Source: an optimization exercise on an open RTL-to-GDS flow (aim: a short achievable clock period and few clock cycles). Production flows keep margins and buffers that such runs may drop.
Only simulation tests tie the RTL to the original design; equivalence was not proved.
Power and IR drop assume default switching activity.

==> inputs of build 77 <==
## maze
module maze(
    input clk,
    input rst,
    input [5:0] starting_col, starting_row,
    input maze_in,
    output reg [5:0] row, col,
    output reg maze_oe,
    output reg maze_we,
    output reg done
);
localparam UP = 2'd0, RIGHT = 2'd1, DOWN = 2'd2, LEFT = 2'd3;
localparam MF = 2'd0, MR = 2'd1, MB = 2'd2, ML = 2'd3;
localparam RD_R   = 4'd0;  
localparam RD_F   = 4'd1;  
localparam WAIT_R = 4'd2;  
localparam RD_F2  = 4'd3;  
localparam WAIT_F = 4'd4;  
localparam RD_L   = 4'd5;  
localparam WAIT_L = 4'd6;  
localparam GO_R   = 4'd7;  
localparam SPEC   = 4'd8;  
localparam QN = 8;             
localparam SD = 2;           
localparam SW = 3;            
localparam SCAP = SD + 2;      
reg [3:0] ph;
reg fin;
reg [5:0] x, y;
reg [1:0] d;
reg [5:0] qx [0:QN-1];
reg [5:0] qy [0:QN-1];
reg [2:0] qh, qt;
reg [3:0] qc;
reg [1:0] p0, p1;
reg tv0, tv1;                
reg [SW-1:0] sc;             
reg [1:0] sr [0:SD-1];
reg sp_push, sp_pop, sp_push2;
reg [1:0] sp_a, sp_b;
reg [1:0] l2;
always @(*) begin
    if (sp_push || sp_push2) l2 = sp_a;
    else if (sp_pop) l2 = sr[1];
    else l2 = sr[0];
end
wire [5:0] xp = x + 6'd1, xm = x - 6'd1, yp = y + 6'd1, ym = y - 6'd1;
wire [5:0] xp2 = x + 6'd2, xm2 = x - 6'd2, yp2 = y + 6'd2, ym2 = y - 6'd2;
  ...
make LEC_CHECK=0 ABC_CLOCK_PERIOD_IN_PS=2000 CAP_MARGIN=20 CORE_MARGIN=2 CORE_UTILIZATION=40 SETUP_SLACK_MARGIN=3.4 SLEW_MARGIN=20 finish   # period 5.5 ns
run.sh (not shown) runs the stock make flow with config.mk's settings and CLKGATE_MAP_FILE= SYNTH_SCRIPT=/design/flow/synth_recipe.tcl, a recipe that flattens the netlist after the stock synthesis.
==> build 45: changes against build 77 <==
--- a/flow/design.v
+++ b/flow/design.v
@@ -17,16 +17,16 @@
 localparam RD_F2  = 4'd3;  
 localparam WAIT_F = 4'd4;  
 localparam RD_L   = 4'd5;  
 localparam WAIT_L = 4'd6;  
 localparam GO_R   = 4'd7;  
 localparam SPEC   = 4'd8;  
 localparam QN = 8;             
-localparam SD = 2;           
-localparam SW = 3;            
+localparam SD = 512;           
+localparam SW = 10;            
 localparam SCAP = SD + 2;      
 reg [3:0] ph;
 reg fin;
 reg [5:0] x, y;
 reg [1:0] d;
 reg [5:0] qx [0:QN-1];
 reg [5:0] qy [0:QN-1];
==> comparison table <==
| metric | build 77 | build 45 |
|---|---|---|
| Status | timing/DRC/antenna clean | timing/DRC/antenna clean |
| Placeable Area | 31,600 µm² | 160,000 µm² |
| Final Non-Filler Cells | 2,095 | 8,277 |
| Die width | 183 µm | 406 µm |
| Source-to-sink clock delay at the later pin of the worst-skew pair | 460 ps | 790 ps |
| Synth unique cells | 106 | 91 |
| Critical Path Sink | row[0] | qc[3] |
| Clk pwr | 1.24 mW | 8.99 mW |
| Total buffers and inverters traversed by the critical path | 2 | 1 |
| Post-synthesis instance area | 12,800 µm² | 64,500 µm² |
| Post-route clock period utilization | 0.607 | 0.626 |
| Tmin final | 3340 ps | 3440 ps |
| Multiplexer area fraction after synthesis | 0.0480 | 0.170 |
| Sequential cell area share | 0.241 | 0.466 |
| Number of global-route vias before repair | 13,500 | 44,600 |
| Slowest library cell on the worst path | sky130_fd_sc_hd__or4_4 | sky130_fd_sc_hd__edfxtp_1 |
Testbench counts of build 77, summed over its fixed seeds: cycles 271,850.
Testbench counts of build 45, summed over its fixed seeds: cycles 225,904.


==> inputs of try-nickel <==
Another version of the RTL of maze (not shown whole).
Settings: LEC_CHECK=0, ABC_CLOCK_PERIOD_IN_PS=2000, CAP_MARGIN=20, CELL_PAD_IN_SITES_DETAIL_PLACEMENT=1, CORE_MARGIN=2, CORE_UTILIZATION=40, PLACE_DENSITY=0.5, SETUP_SLACK_MARGIN=3.4, SLEW_MARGIN=20; clock period 5.5 ns.
==> try-maple: changes against try-nickel <==
==> flow/design.v (replaced) <==
`timescale 1ns / 1ps
module maze(
    input clk,
    input rst,
    input [5:0] starting_col, starting_row,
    input maze_in,
    output reg [5:0] row, col,
    output reg maze_oe,
    output reg maze_we,
    output reg done
);
localparam UP = 2'd0, RIGHT = 2'd1, DOWN = 2'd2, LEFT = 2'd3;
localparam MF = 0, MR = 1, MB = 2, ML = 3;
localparam RB = 4;             
localparam RD_R   = 0;  
localparam RD_F   = 1;  
localparam WAIT_R = 2;  
localparam RD_F2  = 3;  
localparam WAIT_F = 4;  
localparam RD_L   = 5;  
localparam WAIT_L = 6;  
localparam GO_R   = 7;  
localparam SPEC   = 8;  
localparam NPH    = 9;
localparam QN = 8;             
localparam SD = 512;           
localparam SW = 10;            
localparam SCAP = SD + 2;      
reg [NPH-1:0] ph;
reg fin;
reg [1:0] d;
reg [3:0] dh;                 
reg [5:0] xm2, xm1, x0, xp1, xp2, ym2, ym1, y0, yp1, yp2;
function [5:0] XO; input integer j; begin
    case (j) 0: XO = xm2; 1: XO = xm1; 2: XO = x0; 3: XO = xp1; default: XO = xp2; endcase
end endfunction
function [5:0] YO; input integer j; begin
    case (j) 0: YO = ym2; 1: YO = ym1; 2: YO = y0; 3: YO = yp1; default: YO = yp2; endcase
end endfunction
reg        eg [0:3];
reg        et;               
reg [5:0] qx [0:QN-1];
reg [5:0] qy [0:QN-1];
reg [2:0] qh;
reg [QN-1:0] qt;             
reg [3:0] qc;                
reg qpend;
reg [3:0] pc;                
reg qpe;                     
reg qempty, qfull;
reg [1:0] p0, p1;
reg tv0, tv1;
reg [SW-1:0] sc;
reg [1:0] sr [0:SD-1];
reg sp_push, sp_pop, sp_push2;
reg [1:0] sp_a, sp_b;
reg [1:0] l2;
always @(*) begin
    if (sp_push || sp_push2) l2 = sp_a;
    else if (sp_pop) l2 = sr[1];
    else l2 = sr[0];
end
function integer ef; input integer k; begin
    case (k & 3) 0: ef = 1; 2: ef = -1; default: ef = 0; endcase
end endfunction
function integer es; input integer k; begin
    case (k & 3) 1: es = 1; 3: es = -1; default: es = 0; endcase
end endfunction
function [11:0] fc; input integer f; input integer s; reg [5:0] cx, cy; begin
    case (1'b1)
        dh[UP]:    begin cx = XO(2 + s); cy = YO(2 - f); end
        dh[RIGHT]: begin cx = XO(2 + f); cy = YO(2 + s); end
        dh[DOWN]:  begin cx = XO(2 - s); cy = YO(2 + f); end
        default:   begin cx = XO(2 - f); cy = YO(2 - s); end
    endcase
    fc = {cy, cx};
end endfunction
wire [4:0] bxo, byo;
genvar gj;
generate for (gj = 0; gj < 5; gj = gj + 1) begin : g_b
    assign bxo[gj] = (XO(gj) == 6'd0) || (XO(gj) == 6'd63);
    assign byo[gj] = (YO(gj) == 6'd0) || (YO(gj) == 6'd63);
end endgenerate
function bfc; input integer f; input integer s; begin
    bfc = (dh[UP] && (bxo[2 + s] || byo[2 - f])) || (dh[RIGHT] && (bxo[2 + f] || byo[2 + s])) ||
          (dh[DOWN] && (bxo[2 - s] || byo[2 + f])) || (dh[LEFT] && (bxo[2 - f] || byo[2 - s]));
end endfunction
reg        c_eg [0:4][0:3];
reg [11:0] c_pos [0:4];
reg        c_et [0:4];
reg [1:0]  c_d [0:4];
reg signed [2:0] c_dx [0:4], c_dy [0:4];
integer m, k, bf, bs, af, as_;
always @(*) begin
    for (m = 0; m < 5; m = m + 1) begin
        if (m < 4) begin
            bf = ef(m); bs = es(m);
            af = m; as_ = m + 1;
        end else begin
            bf = -1; bs = 1;
            af = 1; as_ = 2;
        end
        c_pos[m] = fc(bf, bs);
        c_dx[m] = ({3{dh[UP]}} & bs) | ({3{dh[RIGHT]}} & bf) | ({3{dh[DOWN]}} & -bs) | ({3{dh[LEFT]}} & -bf);
        c_dy[m] = ({3{dh[UP]}} & -bf) | ({3{dh[RIGHT]}} & bs) | ({3{dh[DOWN]}} & bf) | ({3{dh[LEFT]}} & -bs);
        c_d[m] = d + af[1:0];
        c_et[m] = bfc(bf + (-1) * ef(af) + 1 * ef(as_), bs + (-1) * es(af) + 1 * es(as_));
        for (k = 0; k < 4; k = k + 1) begin
            c_eg[m][k] = bfc(bf + ef(k) * ef(af) + es(k) * ef(as_),
                             bs + ef(k) * es(af) + es(k) * es(as_));
        end
    end
end
reg [3:0] par, gor;
wire [11:0] head = qpe ? {y0, x0} : {qy[qh], qx[qh]};
wire [4:0] pm_fin, pm_gor, pm_rd, pm_back;
genvar gm;
generate for (gm = 0; gm < 4; gm = gm + 1) begin : g_pm
    assign pm_fin[gm] = eg[gm];
    assign pm_gor[gm] = !eg[gm] && par[gm] && gor[gm];
    assign pm_rd[gm]  = !eg[gm] && !(par[gm] && gor[gm]);
    assign pm_back[gm] = par[gm];
end endgenerate
assign pm_fin[4] = et;
assign pm_gor[4] = 1'b0;
assign pm_rd[4] = !et;
assign pm_back[4] = 1'b0;
wire a_wr = qfull || (par[MF] && gor[MF]);
wire a_mv = !a_wr && par[MF];
wire a_rd = !a_wr && !par[MF];
reg [4:0]  o_sel  [0:1];    
reg        o_mv   [0:1];
reg        o_push [0:1];
reg        o_pop  [0:1];
reg        o_back [0:1];
reg [NPH-1:0] o_ph [0:1];
reg        o_fin  [0:1];
reg        o_oe   [0:1];
reg        o_done [0:1];
reg        o_rdf  [0:1], o_rdl [0:1], o_wr [0:1];
integer o;
reg o1, o0, s_rdr;
reg [4:0] rdm;
always @(*) begin
    for (o = 0; o < 2; o = o + 1) begin
        o1 = (o == 1); o0 = (o == 0);
        s_rdr = ph[RD_R] || (ph[SPEC] && o1);
        o_sel[o][MF] = ((s_rdr && a_mv) || (ph[WAIT_R] && o1 && par[MF]) || (ph[WAIT_F] && o0));
        o_sel[o][MR] = ((ph[RD_F] && o0) || (ph[WAIT_R] && o0) || ph[GO_R]);
        o_sel[o][MB] = (ph[WAIT_L] && o1);
        o_sel[o][ML] = ((ph[WAIT_F] && o1 && par[ML]) || (ph[WAIT_L] && o0));
        o_sel[o][RB] = (ph[SPEC] && o0);
        o_mv[o] = |o_sel[o];
        rdm = o_sel[o] & pm_rd;
        o_rdf[o] = ((s_rdr && a_rd) || (ph[WAIT_R] && o1 && !par[MF]));
        o_rdl[o] = (ph[WAIT_F] && o1 && !par[ML]);
        o_wr[o] = fin || (((s_rdr && a_wr) || (ph[RD_F] && o1) || ph[RD_F2] || ph[RD_L]))
                  || |(o_sel[o] & pm_gor);
        o_fin[o] = fin || |(o_sel[o] & pm_fin);
        o_back[o] = |(o_sel[o] & pm_back);
        o_push[o] = (o_mv[o] && !o_back[o]);
        o_pop[o] = o_wr[o] && !qempty;
        o_oe[o] = o_rdf[o] || o_rdl[o] || |rdm;
        o_done[o] = done || (fin && qc == 4'd1);
        o_ph[o] = 0;
        o_ph[o][WAIT_R] = s_rdr && a_wr;
        o_ph[o][RD_F]   = s_rdr && a_rd;
        o_ph[o][RD_F2]  = ph[WAIT_R] && o1 && !par[MF];
        o_ph[o][WAIT_F] = ((ph[RD_F] && o1) || ph[RD_F2]);
        o_ph[o][RD_L]   = o_rdl[o];
        o_ph[o][WAIT_L] = ph[RD_L];
        o_ph[o][GO_R]   = |(o_sel[o] & pm_gor);
        o_ph[o][SPEC]   = s_rdr && rdm[MF];
        o_ph[o][RD_R]   = |(rdm & ~(s_rdr ? 5'b00001 : 5'b00000));
    end
end
reg [11:0] n_addr [0:1];
reg [5:0]  n_xo   [0:1][0:4];
reg [5:0]  n_yo   [0:1][0:4];
wire [5:0] xo_m3 = XO(0) - 6'd1, xo_p3 = XO(4) + 6'd1;
wire [5:0] yo_m3 = YO(0) - 6'd1, yo_p3 = YO(4) + 6'd1;
reg xinc, xdec, yinc, ydec;
integer j;
reg [1:0]  n_d    [0:1];
wire [11:0] a_f = fc(1, 0), a_l = fc(0, -1), a_rb = fc(-2, 1);
wire [11:0] a_dg [0:3];
assign a_dg[0] = fc(1, 1);
assign a_dg[1] = fc(-1, 1);
assign a_dg[2] = fc(-1, -1);
assign a_dg[3] = fc(1, -1);
reg        n_eg   [0:1][0:3];
reg        n_et   [0:1];
reg [3:0]  n_qc   [0:1];
reg        n_qe   [0:1], n_qf [0:1];
wire qc_is1 = (qc == 4'd1), qc_is7 = (qc == QN - 1);
reg [SW-1:0] n_sc [0:1];
reg [1:0]  n_p0 [0:1], n_p1 [0:1];
reg        n_tv0 [0:1], n_tv1 [0:1];
reg [3:0]  n_par [0:1], n_gor [0:1];
reg [1:0]  n_spa [0:1];
wire [3:0] qc_inc = qc + 4'd1, qc_dec = qc - 4'd1;
wire [SW-1:0] sc_inc  = (sc == SCAP) ? sc : sc + 1'b1;
wire [SW-1:0] sc_inc2 = (sc >= SCAP - 1) ? SCAP : sc + 2'd2;
wire [SW-1:0] sc_dec  = sc - 1'b1;
wire sc_ge3 = (sc >= 3);
wire [1:0] l2r = l2 - d;
integer mm;
always @(*) begin
    for (o = 0; o < 2; o = o + 1) begin
        n_addr[o] = 12'd0;
        if (o_wr[o]) n_addr[o] = n_addr[o] | head;
        if (o_rdf[o]) n_addr[o] = n_addr[o] | a_f;
        if (o_rdl[o]) n_addr[o] = n_addr[o] | a_l;
        for (mm = 0; mm < 4; mm = mm + 1)
            if (o_sel[o][mm] && pm_rd[mm]) n_addr[o] = n_addr[o] | a_dg[mm];
        if (o_sel[o][RB] && pm_rd[RB]) n_addr[o] = n_addr[o] | a_rb;
        n_d[o] = 2'd0; n_et[o] = 1'b0;
        xinc = 1'b0; xdec = 1'b0; yinc = 1'b0; ydec = 1'b0;
        for (k = 0; k < 4; k = k + 1) begin
            n_eg[o][k] = o_mv[o] ? 1'b0 : eg[k];
        end
        if (!o_mv[o]) begin n_d[o] = d; n_et[o] = et; end
        for (mm = 0; mm < 5; mm = mm + 1) begin
            if (o_sel[o][mm]) begin
                n_d[o] = n_d[o] | c_d[mm];
                n_et[o] = n_et[o] | c_et[mm];
                xinc = xinc | (c_dx[mm] == 3'sd1);
                xdec = xdec | (c_dx[mm] == -3'sd1);
                yinc = yinc | (c_dy[mm] == 3'sd1);
                ydec = ydec | (c_dy[mm] == -3'sd1);
                for (k = 0; k < 4; k = k + 1) begin
                    n_eg[o][k] = n_eg[o][k] | c_eg[mm][k];
                end
            end
        end
        for (j = 0; j < 5; j = j + 1) begin
            n_xo[o][j] = xinc ? ((j == 4) ? xo_p3 : XO(j + 1)) : xdec ? ((j == 0) ? xo_m3 : XO(j - 1)) : XO(j);
            n_yo[o][j] = yinc ? ((j == 4) ? yo_p3 : YO(j + 1)) : ydec ? ((j == 0) ? yo_m3 : YO(j - 1)) : YO(j);
        end
        n_qc[o] = (o_push[o] && !o_pop[o]) ? qc_inc : (!o_push[o] && o_pop[o]) ? qc_dec : qc;
        n_qe[o] = (o_push[o] && !o_pop[o]) ? 1'b0 : (!o_push[o] && o_pop[o]) ? qc_is1 : qempty;
        n_qf[o] = (o_push[o] && !o_pop[o]) ? qc_is7 : (!o_push[o] && o_pop[o]) ? 1'b0 : qfull;
        n_sc[o] = sc; n_p0[o] = p0; n_p1[o] = p1; n_tv0[o] = tv0; n_tv1[o] = tv1;
        n_spa[o] = p1 + d;
        if (o_sel[o][RB]) begin
            n_sc[o] = sc_inc2; n_p0[o] = 2'd2; n_p1[o] = 2'd3; n_tv0[o] = 1'b1; n_tv1[o] = 1'b1;
            n_spa[o] = p0 + d;
        end else if (o_mv[o] && o_back[o]) begin
            n_sc[o] = sc_dec; n_tv0[o] = tv1; n_tv1[o] = sc_ge3;
            n_p0[o] = 2'd0; n_p1[o] = 2'd0;
            for (mm = 0; mm < 4; mm = mm + 1)
                if (o_sel[o][mm]) begin
                    n_p0[o] = n_p0[o] | (p1 - mm[1:0]);
                    n_p1[o] = n_p1[o] | (l2r - mm[1:0]);
                end
        end else if (o_mv[o]) begin
            n_sc[o] = sc_inc; n_p0[o] = 2'd2; n_tv0[o] = 1'b1; n_tv1[o] = tv0;
            n_p1[o] = 2'd0;
            for (mm = 0; mm < 4; mm = mm + 1)
                if (o_sel[o][mm]) n_p1[o] = n_p1[o] | (p0 - mm[1:0]);
        end
        n_par[o] = {n_tv0[o] && (n_p0[o] == 2'd3), n_tv0[o] && (n_p0[o] == 2'd2),
                    n_tv0[o] && (n_p0[o] == 2'd1), n_tv0[o] && (n_p0[o] == 2'd0)};
        n_gor[o] = {n_tv1[o] && (n_p1[o] == 2'd0), n_tv1[o] && (n_p1[o] == 2'd3),
                    n_tv1[o] && (n_p1[o] == 2'd2), n_tv1[o] && (n_p1[o] == 2'd1)};
    end
end
wire mi = maze_in;
wire mv = o_mv[mi];
wire push = o_push[mi];
wire ppush = qpend && !(pop && qpe);
wire ppop = pop && !qpe;
wire [3:0] pc_inc = pc + 4'd1, pc_dec = pc - 4'd1;
wire pc_is1 = (pc == 4'd1);
wire pop = o_pop[mi];
integer i;
function [11:0] sfc; input integer f; input integer s; reg [5:0] cx, cy; begin
    cx = starting_col + s; cy = starting_row - f;
    sfc = {cy, cx};
end endfunction
function sbfc; input integer f; input integer s; reg [5:0] cx, cy; begin
    cx = starting_col + s; cy = starting_row - f;
    sbfc = (cx == 6'd0) || (cx == 6'd63) || (cy == 6'd0) || (cy == 6'd63);
end endfunction
always @(posedge clk) begin
    if (rst) begin
        ph <= 1 << RD_R;
        fin <= 1'b0;
        xm2 <= starting_col - 6'd2; xm1 <= starting_col - 6'd1; x0 <= starting_col;
        xp1 <= starting_col + 6'd1; xp2 <= starting_col + 6'd2;
        ym2 <= starting_row - 6'd2; ym1 <= starting_row - 6'd1; y0 <= starting_row;
        yp1 <= starting_row + 6'd1; yp2 <= starting_row + 6'd2;
        d <= UP;
        dh <= 4'b0001;
        for (k = 0; k < 4; k = k + 1) begin
            eg[k] <= sbfc(ef(k), es(k));
        end
        et <= sbfc(-1, 1);
        qc <= 4'd1;
        qempty <= 1'b0;
        qfull <= 1'b0;
        qh <= 3'd0;
        qt <= 2;
        qpend <= 1'b0;
        pc <= 4'd1;
        qpe <= 1'b0;
        qx[0] <= starting_col;
        qy[0] <= starting_row;
        row <= starting_row;
        col <= starting_col + 6'd1;
        maze_oe <= 1'b1;
        maze_we <= 1'b0;
        done <= 1'b0;
        sc <= 0;
        tv0 <= 1'b0;
        tv1 <= 1'b0;
        par <= 4'd0;
        gor <= 4'd0;
        sp_push <= 1'b0;
        sp_pop <= 1'b0;
        sp_push2 <= 1'b0;
    end else begin
        ph <= o_ph[mi];
        fin <= o_fin[mi];
        d <= n_d[mi];
        dh <= 4'b0001 << n_d[mi];
        xm2 <= n_xo[mi][0]; xm1 <= n_xo[mi][1]; x0 <= n_xo[mi][2]; xp1 <= n_xo[mi][3]; xp2 <= n_xo[mi][4];
        ym2 <= n_yo[mi][0]; ym1 <= n_yo[mi][1]; y0 <= n_yo[mi][2]; yp1 <= n_yo[mi][3]; yp2 <= n_yo[mi][4];
        for (k = 0; k < 4; k = k + 1) begin
            eg[k] <= n_eg[mi][k];
        end
        et <= n_et[mi];
        for (i = 0; i < QN; i = i + 1) begin
            if (ppush && qt[i]) begin
                qx[i] <= x0;
                qy[i] <= y0;
            end
        end
        if (ppush) qt <= {qt[QN-2:0], qt[QN-1]};
        if (ppop) qh <= qh + 3'd1;
        qpend <= push;
        pc <= (ppush && !ppop) ? pc_inc : (!ppush && ppop) ? pc_dec : pc;
        qpe <= (ppush && !ppop) ? 1'b0 : (!ppush && ppop) ? pc_is1 : qpe;
        qc <= n_qc[mi];
        qempty <= n_qe[mi];
        qfull <= n_qf[mi];
        row <= n_addr[mi][11:6];
        col <= n_addr[mi][5:0];
        maze_oe <= o_oe[mi];
        maze_we <= pop;
        done <= o_done[mi];
        sc <= n_sc[mi];
        p0 <= n_p0[mi];
        p1 <= n_p1[mi];
        tv0 <= n_tv0[mi];
        tv1 <= n_tv1[mi];
        par <= n_par[mi];
        gor <= n_gor[mi];
        sp_push2 <= o_sel[mi][RB];
        sp_push <= mv && !o_sel[mi][RB] && !o_back[mi];
        sp_pop <= o_back[mi];
        sp_a <= n_spa[mi];
        sp_b <= p1 + d;
    end
end
always @(posedge clk) begin
    if (sp_push2) begin
        sr[0] <= sp_a;
        sr[1] <= sp_b;
        for (i = 2; i < SD; i = i + 1) sr[i] <= sr[i-2];
    end else if (sp_push) begin
        sr[0] <= sp_a;
        for (i = 1; i < SD; i = i + 1) sr[i] <= sr[i-1];
    end else if (sp_pop) begin
        for (i = 0; i < SD - 1; i = i + 1) sr[i] <= sr[i+1];
    end
end
endmodule
==> comparison table <==
| metric | try-maple | try-nickel |
|---|---|---|
| Fillers | 17700 | 17800 |
| Fraction of power consumed by the clock network | 0.358 | 0.354 |
| Number of inverters outside the clock class in the layout | 97 | 50 |
| Min-Delay Startpoint | ph[3] | sc[8] |
| Met1 wire length | 87.6 mm | 90.7 mm |
| Pre-CTS worst setup slack | 1.46 ns | 1.72 ns |
| Vertical die dimension | 416 µm | 419 µm |
| Routability cong. | 0.879 | 0.880 |
| Met1 track utilization from global routing | 0.290 | 0.299 |
| Share of layout cells above drive strength 1 | 0.175 | 0.201 |
| Switching power of the nets | 0.00808 W | 0.00787 W |
| Share of cell area taken by multi-input logic gates | 0.377 | 0.388 |
| Non-clock buffering overhead | 0.0697 | 0.0814 |
| Post-cts repair resize count | 742 | 854 |
| Final worst-path cycle share | 0.551 | 0.531 |
| XOR/XNOR share of the synthesized area | 0.00905 | 0.00764 |
| Result of the run | timing/DRC/antenna clean | timing/DRC/antenna clean |
| Area overhead of the layout relative to synthesis | 21.0% | 23.3% |
| Placed Cells | 8081 | 8334 |
Testbench counts of try-nickel, summed over its fixed seeds: cycles 225,904.
Testbench counts of try-maple, summed over its fixed seeds: cycles 225,904.

[re-timing with driven ports]
The flow's constraints put no driver on any port. The routed layouts listed below were extracted and timed again, unchanged, in two steps. Step 1 (the two cells are an assumption about what drives the block):
set clk [get_ports {clk}]
set_driving_cell -lib_cell sky130_fd_sc_hd__clkbuf_16 $clk
set_driving_cell -lib_cell sky130_fd_sc_hd__buf_2 [delete_from_list [all_inputs] $clk]
Step 2 times the ports against the registers' clock, not the clock port: input delays grow and output delays shrink by t, the midpoint of the rising clock arrivals with the driver on. Three values: no drivers, after step 1, after step 2; two values: the first two.
| run | t (ns) | setup WS [ns] | worst slew at a driven data input, ns |
|---|---|---|---|
| build 77 | 0.504 | 2.161 / 2.161 / 2.161 | 0.04 |
| build 45 | 0.846 | 2.058 / 2.058 / 1.919 | 0.04 |
| try-nickel | 0.891 | 2.580 / 2.580 / 2.247 | 0.04 |
| try-maple | 0.869 | 2.472 / 2.472 / 2.022 | 0.04 |
After both steps every run listed still meets setup and hold. The setup slack of try-maple, which loses most, moves by 0.000 ns with the drivers and by -0.450 ns with both steps.
